This is an optimization exercise on Yosys and OpenROAD, whose aim is small area, not a production implementation. RTL that was checked went through simulation tests only; none was proved equivalent to the original. The clock port is modelled as an ideal driver; clocking choices that lean on that would not hold on a real chip. No activity file was given, so power comes from the tool's default toggle rates.

// LaccpFineOffset
module LaccpFineOffset (
    input  wire               clk,
    input  wire [8:0]         cntValueInitSec,
    input  wire [8:0]         cntValueSlaveInitSec,
    input  wire [4:0]         idelayTapSec,
    input  wire signed [3:0]  serdesLatencySec,
    input  wire [8:0]         cntValueInitPri,
    input  wire [8:0]         cntValueSlaveInitPri,
    input  wire [4:0]         idelayTapPri,
    input  wire signed [3:0]  serdesLatencyPri,
    input  wire signed [11:0] calibDelay,
    input  wire signed [11:0] calibDelayRx,
    output reg  signed [15:0] fineOffset
);
clock: 8.0 ns
lec_check: 0
cap_margin: 20
core_margin: 2
core_utilization: 40
gpl_timing_driven: 0
slew_margin: 20
standard.sh (not shown) runs the stock make flow with config.mk's settings and CLKGATE_MAP_FILE= SYNTH_SCRIPT=/design/flow/synth_recipe.tcl, a recipe that flattens the netlist after the stock synthesis.
==> flow/flow/run.sh <==
#!/bin/bash
# Standard ORFS flow (the standard.sh), with these changes:
#  - after the standard synthesis, its combinational logic is re-mapped with
#    an area-oriented ABC script (reabc.tcl); flip-flops, adder cells and tie
#    cells are kept as the standard synthesis made them;
#  - ports are buffered with sky130_fd_sc_hd__buf_1 (the smallest buffer);
#  - the clock is buffered by flow/pre_cts.tcl (a clkbuf_4 driving six
#    clkbuf_8, each next to a sixth of the registers) instead of
#    TritonCTS's H-tree.
set -euo pipefail
HERE=$(pwd)
R=$HERE/orfs/results/sky130hd/LaccpFineOffset/base
export BUFFER_PORTS_ARGS="-buffer_cell sky130_fd_sc_hd__buf_1"
export PRE_CTS_TCL=$HERE/flow/pre_cts.tcl
export CTS_ARGS="-sink_clustering_enable -repair_clock_nets -dont_use_dummy_load -buf_list {sky130_fd_sc_hd__clkbuf_4 sky130_fd_sc_hd__clkbuf_8}"

bash standard.sh "$R/1_2_yosys.v" > synth_standard.log 2>&1
cp "$R/1_2_yosys.v" standard_1_2_yosys.v

export LIB=$FLOW_HOME/platforms/sky130hd/lib/sky130_fd_sc_hd__tt_025C_1v80.lib
export DONT_USE="$(make -s -C "$FLOW_HOME" DESIGN_CONFIG="$HERE/config.mk" WORK_HOME="$HERE/orfs" print-DONT_USE_CELLS | sed -n 's/^DONT_USE_CELLS: //p')"
export IN_V=$HERE/standard_1_2_yosys.v OUT_V=$HERE/reabc_1_2_yosys.v STAT_OUT=$HERE/reabc_stat.txt
export TOP=$FLOW_TOP ABC_SCRIPT=$HERE/flow/reabc.abc
yosys -c flow/reabc.tcl > reabc.log 2>&1
cp "$OUT_V" "$R/1_2_yosys.v"

bash standard.sh > standard_flow.log 2>&1
==> flow/flow/reabc.abc <==
&get -n
&st
&dch
&nf -R 1000
&put
topo
dnsize
Other scripts of this flow, unchanged in this note and not shown: flow/flow/pre_cts.tcl, flow/flow/reabc.tcl
==> next run, changes <==
==> flow/flow/reabc.abc (replaced) <==
&get -n
&st
&if -K 6 -a
&mfs
&st
&dch
&nf -R 1000
&put
topo
dnsize
GPL_TIMING_DRIVEN = not set   (was 0)
=>
- sequential power drops by 9.9%
- via count decreases by 0.42%
- design area falls by 0.61%
- flip-flop and latch count does not change
- wire length climbs by about 5%
- cell count stays flat
- setup slack improves by 270 ps
- area after synthesis came out lower by 0.44%
- combinational power decreases by about 16%
==> next run, changes <==
==> flow/flow/reabc.abc (replaced) <==
&get -n
&st
&dch
&nf -R 1000
&put
topo
dnsize
Outcome: Final cell count went up by 1.1%; routed wire length drops by 5.5%; clock power barely changes; sequential share of layout area falls by 0.24 points; area after synthesis came out higher by 0.45%; register-to-register slack stays flat; combinational power grows by 17%.

* * *

== the baseline ==
Another version of the RTL of LaccpFineOffset (not shown whole).
Size: ~410 cells after synthesis, about 76 flip-flops, about 95 I/O pins, about 4500 um^2 of cells after synthesis.
==> flow/design.v (excerpt) <==
module LaccpFineOffset (
    input  wire               clk,
    input  wire [8:0]         cntValueInitSec,
    input  wire [8:0]         cntValueSlaveInitSec,
    input  wire [4:0]         idelayTapSec,
    input  wire signed [3:0]  serdesLatencySec,
    input  wire [8:0]         cntValueInitPri,
    input  wire [8:0]         cntValueSlaveInitPri,
    input  wire [4:0]         idelayTapPri,
    input  wire signed [3:0]  serdesLatencyPri,
    input  wire signed [11:0] calibDelay,
    input  wire signed [11:0] calibDelayRx,
    output reg  signed [15:0] fineOffset
);
    reg [5:0]  cnt;
    reg [8:0]  n1, n2;       
    reg [15:0] T;
    reg [19:0] acc;
    reg        cy;
    wire       endP = cnt[5];
    wire [4:0] j    = cnt[4:0];
    wire [8:0] c  = endP ? cntValueInitPri      : cntValueInitSec;
    wire [8:0] s  = endP ? cntValueSlaveInitPri : cntValueSlaveInitSec;
    wire [4:0] t  = endP ? idelayTapPri         : idelayTapSec;
  ...
export LEC_CHECK = 0
export CAP_MARGIN = 20
export CORE_MARGIN = 2
export CORE_UTILIZATION = 65
export PLACE_DENSITY = 0.75
export SLEW_MARGIN = 20
create_clock -name core_clock -period 8.0 [get_ports {clk}]
==> flow/flow/run.sh <==
#!/bin/bash
# Standard ORFS flow (the standard.sh) with two changes:
#  - ports are buffered with sky130_fd_sc_hd__buf_1 (the smallest buffer)
#    instead of the cell buffer_ports picks by default;
#  - CTS uses small clock buffers, larger sink clusters and no dummy loads.
set -euo pipefail
export BUFFER_PORTS_ARGS="-buffer_cell sky130_fd_sc_hd__buf_1"
export CTS_ARGS="-sink_clustering_enable -repair_clock_nets -dont_use_dummy_load -sink_clustering_size 30 -sink_clustering_max_diameter 100 -buf_list {sky130_fd_sc_hd__clkbuf_4 sky130_fd_sc_hd__clkbuf_8}"
bash standard.sh > standard_flow.log 2>&1
> inputs changed (the baseline -> the candidate)
- CORE_UTILIZATION changed from 65 to 40
- PLACE_DENSITY removed (was 0.75)
- The lower combinational cell fraction of total power of the candidate and the baseline is in the candidate.
- From the baseline to the candidate the numbers moved as follows: flip-flop and latch count ~0 delta, core outline area +about 60%.
- Setup slack: the candidate more than the baseline
- Side by side, area added between synthesis and finish turned out higher in the candidate than in the baseline.
- Compared with the baseline, the candidate shows share of the clock period used by the worst path lower by 1.6 points.
- Routability congestion estimate on the candidate is down relative to the baseline.
- Final core utilization, the candidate and the baseline: smaller value in the candidate
No functional check of the RTL was part of any run of this note.

* * *

## the reference run
The RTL this note starts from:
==> flow/design.v <==
`timescale 1ns / 1ps
module LaccpFineOffset (
    input  wire               clk,
    input  wire [8:0]         cntValueInitSec,
    input  wire [8:0]         cntValueSlaveInitSec,
    input  wire [4:0]         idelayTapSec,
    input  wire signed [3:0]  serdesLatencySec,
    input  wire [8:0]         cntValueInitPri,
    input  wire [8:0]         cntValueSlaveInitPri,
    input  wire [4:0]         idelayTapPri,
    input  wire signed [3:0]  serdesLatencyPri,
    input  wire signed [11:0] calibDelay,
    input  wire signed [11:0] calibDelayRx,
    output reg  signed [15:0] fineOffset
);
    reg [5:0]  cnt;
    reg [8:0]  r1, r2;
    reg [15:0] T;
    reg [19:0] acc;
    reg        cy;
    wire       endP = cnt[5];
    wire [4:0] j    = cnt[4:0];
    wire [8:0] c  = endP ? cntValueInitPri      : cntValueInitSec;
    wire [8:0] s  = endP ? cntValueSlaveInitPri : cntValueSlaveInitSec;
    wire [4:0] t  = endP ? idelayTapPri         : idelayTapSec;
    wire [3:0] l  = endP ? serdesLatencyPri     : serdesLatencySec;
    wire c_zero = (c == 9'd0);
    wire c_ge54 = (c >= 9'd54);
    wire c_ge56 = (c >= 9'd56);
    wire [4:0] p = {j[4:2] + {2'b00, endP}, j[1:0]};
    wire div_act = (p >= 5'd8)  && (p <= 5'd26);
    wire step0   = (p == 5'd8);
    wire horner  = (p >= 5'd15) && (p <= 5'd26);
    wire mult    = (p >= 5'd27);
    wire [2:0] mi = p[2:0] - 3'd3;       
    wire frc     = (cnt == 6'd31);
    wire cdr_cyc = (cnt == 6'd60);
    wire ld_cyc  = (cnt == 6'd63);
    wire [8:0]  x1 = c - 9'd54;
    wire        ok1 = div_act && c_ge56;
    wire        ok2 = div_act && (s[8:1] != 8'd0) && !c_zero;
    wire [9:0]  w1 = {r1, step0};
    wire [9:0]  w2 = {r2, step0};
    wire [9:0]  xb1 = ~{1'b0, x1};
    wire [9:0]  xb2 = ~{1'b0, s};
    wire [10:0] k1, k2;
    wire [9:0]  d1, d2;
    assign k1[0] = 1'b1;
    assign k2[0] = 1'b1;
    genvar i;
    generate for (i = 0; i < 10; i = i + 1) begin : g_div
        assign d1[i]   = w1[i] ^ xb1[i] ^ k1[i];
        assign k1[i+1] = (w1[i] & xb1[i]) | (k1[i] & (w1[i] ^ xb1[i]));
        assign d2[i]   = w2[i] ^ xb2[i] ^ k2[i];
        assign k2[i+1] = (w2[i] & xb2[i]) | (k2[i] & (w2[i] ^ xb2[i]));
    end endgenerate
    wire q1 = ok1 && k1[10];
    wire q2 = ok2 && k2[10];
    always @(posedge clk) begin
        r1 <= q1 ? d1[8:0] : w1[8:0];
        r2 <= q2 ? d2[8:0] : w2[8:0];
    end
    wire [3:0] h = p[3:0] - 4'd15;    
    wire inj = horner && ((c_zero && (h == 4'd1 || h == 4'd3)) ||
                          (!c_zero && !c_ge54 && h == 4'd9));
    wire q1e = (q1 && horner) || inj;
    wire q2e = q2 && horner;
    wire [11:0] tc;
    assign tc[0] = 1'b0;
    assign tc[1] = q1e & q2e;
    generate for (i = 1; i < 11; i = i + 1) begin : g_t
        assign tc[i+1] = T[i-1] & tc[i];
    end endgenerate
    always @(posedge clk) begin
        T[0] <= q1e ^ q2e;
        T[11:1] <= T[10:0] ^ tc[11:1];
        T[15:12] <= mult ? T[14:11] : 4'd0;
    end
    wire        tb  = mult && t[mi];
    wire        s0  = mult && (mi == 3'd0);
    wire        s1  = mult && (mi == 3'd1);
    wire        us  = !c_zero;
    wire [5:0]  hi  = s0 ? {l[3], l[3], l} : (s1 ? {2'b00, us, 2'b00, !us} : 6'd0);
    wire [19:0] op_t = tb ? {4'd0, T} : 20'd0;
    wire [19:0] op_k = ld_cyc  ? {{4{calibDelay[11]}},   calibDelay,   4'd0} :
                       cdr_cyc ? {{4{calibDelayRx[11]}}, calibDelayRx, 4'd0} : 20'd0;
    wire [19:0] op   = op_t | op_k | {hi, 14'd0};
    wire        sub  = endP && (mult || cdr_cyc);
    wire [19:0] ob   = op ^ {20{sub}};
    wire [19:0] a_in = ld_cyc ? 20'd0 : acc;
    wire [20:0] ac;
    wire [19:0] sum;
    wire [19:0] cin;
    assign ac[0] = sub;
    generate for (i = 0; i < 20; i = i + 1) begin : g_acc
        if (i == 10) begin : g_cut
            assign cin[i] = cy && !ld_cyc;
        end else begin : g_rip
            assign cin[i] = ac[i];
        end
        assign sum[i]  = a_in[i] ^ ob[i] ^ cin[i];
        assign ac[i+1] = (a_in[i] & ob[i]) | (cin[i] & (a_in[i] ^ ob[i]));
    end endgenerate
    always @(posedge clk) begin
        acc <= {sum[19:4], sum[3:0] | {4{frc}}};
        cy  <= ac[10];
        if (ld_cyc)
            fineOffset <= {acc[19], acc[19:5]};
        cnt <= cnt + 6'd1;
    end
endmodule
Settings: LEC_CHECK=0, CAP_MARGIN=20, CORE_MARGIN=2, CORE_UTILIZATION=40, SLEW_MARGIN=20; clock period 8.0 ns.
==> flow/flow/run.sh <==
#!/bin/bash
# Standard ORFS flow (the standard.sh), with these changes:
#  - after the standard synthesis, its combinational logic is re-mapped with
#    an area-oriented ABC script (reabc.tcl); flip-flops, adder cells and tie
#    cells are kept as the standard synthesis made them;
#  - ports are buffered with sky130_fd_sc_hd__buf_1 (the smallest buffer);
#  - CTS uses small clock buffers and inserts no dummy loads.
set -euo pipefail
HERE=$(pwd)
R=$HERE/orfs/results/sky130hd/LaccpFineOffset/base
export BUFFER_PORTS_ARGS="-buffer_cell sky130_fd_sc_hd__buf_1"
export CTS_ARGS="-sink_clustering_enable -repair_clock_nets -dont_use_dummy_load -buf_list {sky130_fd_sc_hd__clkbuf_4 sky130_fd_sc_hd__clkbuf_8}"

bash standard.sh "$R/1_2_yosys.v" > synth_standard.log 2>&1
cp "$R/1_2_yosys.v" standard_1_2_yosys.v

export LIB=$FLOW_HOME/platforms/sky130hd/lib/sky130_fd_sc_hd__tt_025C_1v80.lib
export DONT_USE="$(make -s -C "$FLOW_HOME" DESIGN_CONFIG="$HERE/config.mk" WORK_HOME="$HERE/orfs" print-DONT_USE_CELLS | sed -n 's/^DONT_USE_CELLS: //p')"
export IN_V=$HERE/standard_1_2_yosys.v OUT_V=$HERE/reabc_1_2_yosys.v STAT_OUT=$HERE/reabc_stat.txt
export TOP=$FLOW_TOP ABC_SCRIPT=$HERE/flow/reabc.abc
yosys -c flow/reabc.tcl > reabc.log 2>&1
cp "$OUT_V" "$R/1_2_yosys.v"

bash standard.sh > standard_flow.log 2>&1
==> flow/flow/reabc.abc <==
&get -n
&st
&dch
&nf -R 1000
&put
topo
dnsize
==> flow/flow/reabc.tcl <==
# Re-map the combinational logic of the standard synthesis netlist with an
# area-oriented ABC script. Flip-flops, adder cells and tie cells are kept
# as they are (same instances, names and cell types).
yosys -import
set lib $::env(LIB)
read_liberty -ignore_miss_func $lib
read_verilog -sv $::env(IN_V)
hierarchy -top $::env(TOP)
setattr -mod -set keep_hierarchy 1 sky130_fd_sc_hd__df* sky130_fd_sc_hd__edf* sky130_fd_sc_hd__fa_* sky130_fd_sc_hd__ha_* sky130_fd_sc_hd__conb_1
flatten
opt_clean
set du {}
foreach c $::env(DONT_USE) { lappend du -dont_use $c }
abc -liberty $lib {*}$du -script $::env(ABC_SCRIPT)
setundef -zero
hilomap -singleton -hicell sky130_fd_sc_hd__conb_1 HI -locell sky130_fd_sc_hd__conb_1 LO
splitnets
opt_clean -purge
tee -o $::env(STAT_OUT) stat -liberty $lib
blackbox sky130_fd_sc_hd__*
write_verilog -noattr -nohex -nodec $::env(OUT_V)
The reference run reached the final stage; the timing, DRC and antenna checks on its layout passed.
## Diff of input files: the trial run against the reference run
Settings: CAP_MARGIN now 0, was 20; SLEW_MARGIN now 0, was 20.
Results
Switching part of the total power came out exactly the same in the reference run and the trial run. Changes observed in the trial run relative to the reference run: slew at the pin closest to its max-slew limit essentially unchanged; switching power comparable; global-route wire length before repair closely matched the old numbers; largest stage delay on the critical path now sits at about the same level. The flow did not stop early for the trial run: all stages ran, and the layout cleared the timing, DRC and antenna checks.

## port drivers added, routing unchanged
The flow's constraints put no driver on any port. The routed layouts listed below were extracted and timed again, unchanged, in two steps.
Step 1 sets driving cells, clkbuf_16 on the clock port and buf_2 on the other inputs (assumed; they add their load-dependent delay and slew).
Step 2 times the ports against the registers' clock, not the clock port: input delays grow and output delays shrink by t, the midpoint of the rising clock arrivals with the driver on.
Three values: ideal, step 1, step 2; two values: the first two.
run	t, ns	slack for setup (ns)	slew at the worst register clock pin (ns)
the first run of note 1	0.430	0.487 / 0.499 / 0.069	0.08 / 0.08
the second run of note 1	0.433	0.752 / 0.764 / 0.331	0.09 / 0.09
the third run of note 1	0.433	0.661 / 0.671 / 0.237	0.09 / 0.09
the baseline	0.362	0.747 / 0.754 / 0.392	0.08 / 0.08
the candidate	0.366	0.873 / 0.887 / 0.521	0.08 / 0.08
the reference run	0.354	0.593 / 0.599 / 0.246	0.08 / 0.08
the trial run	0.354	0.593 / 0.599 / 0.246	0.08 / 0.08
After both steps setup and hold are still met in every run listed. For the third run of note 1, which loses most, drivers alone change the setup slack by +0.010 ns; drivers and shift together by -0.424 ns.
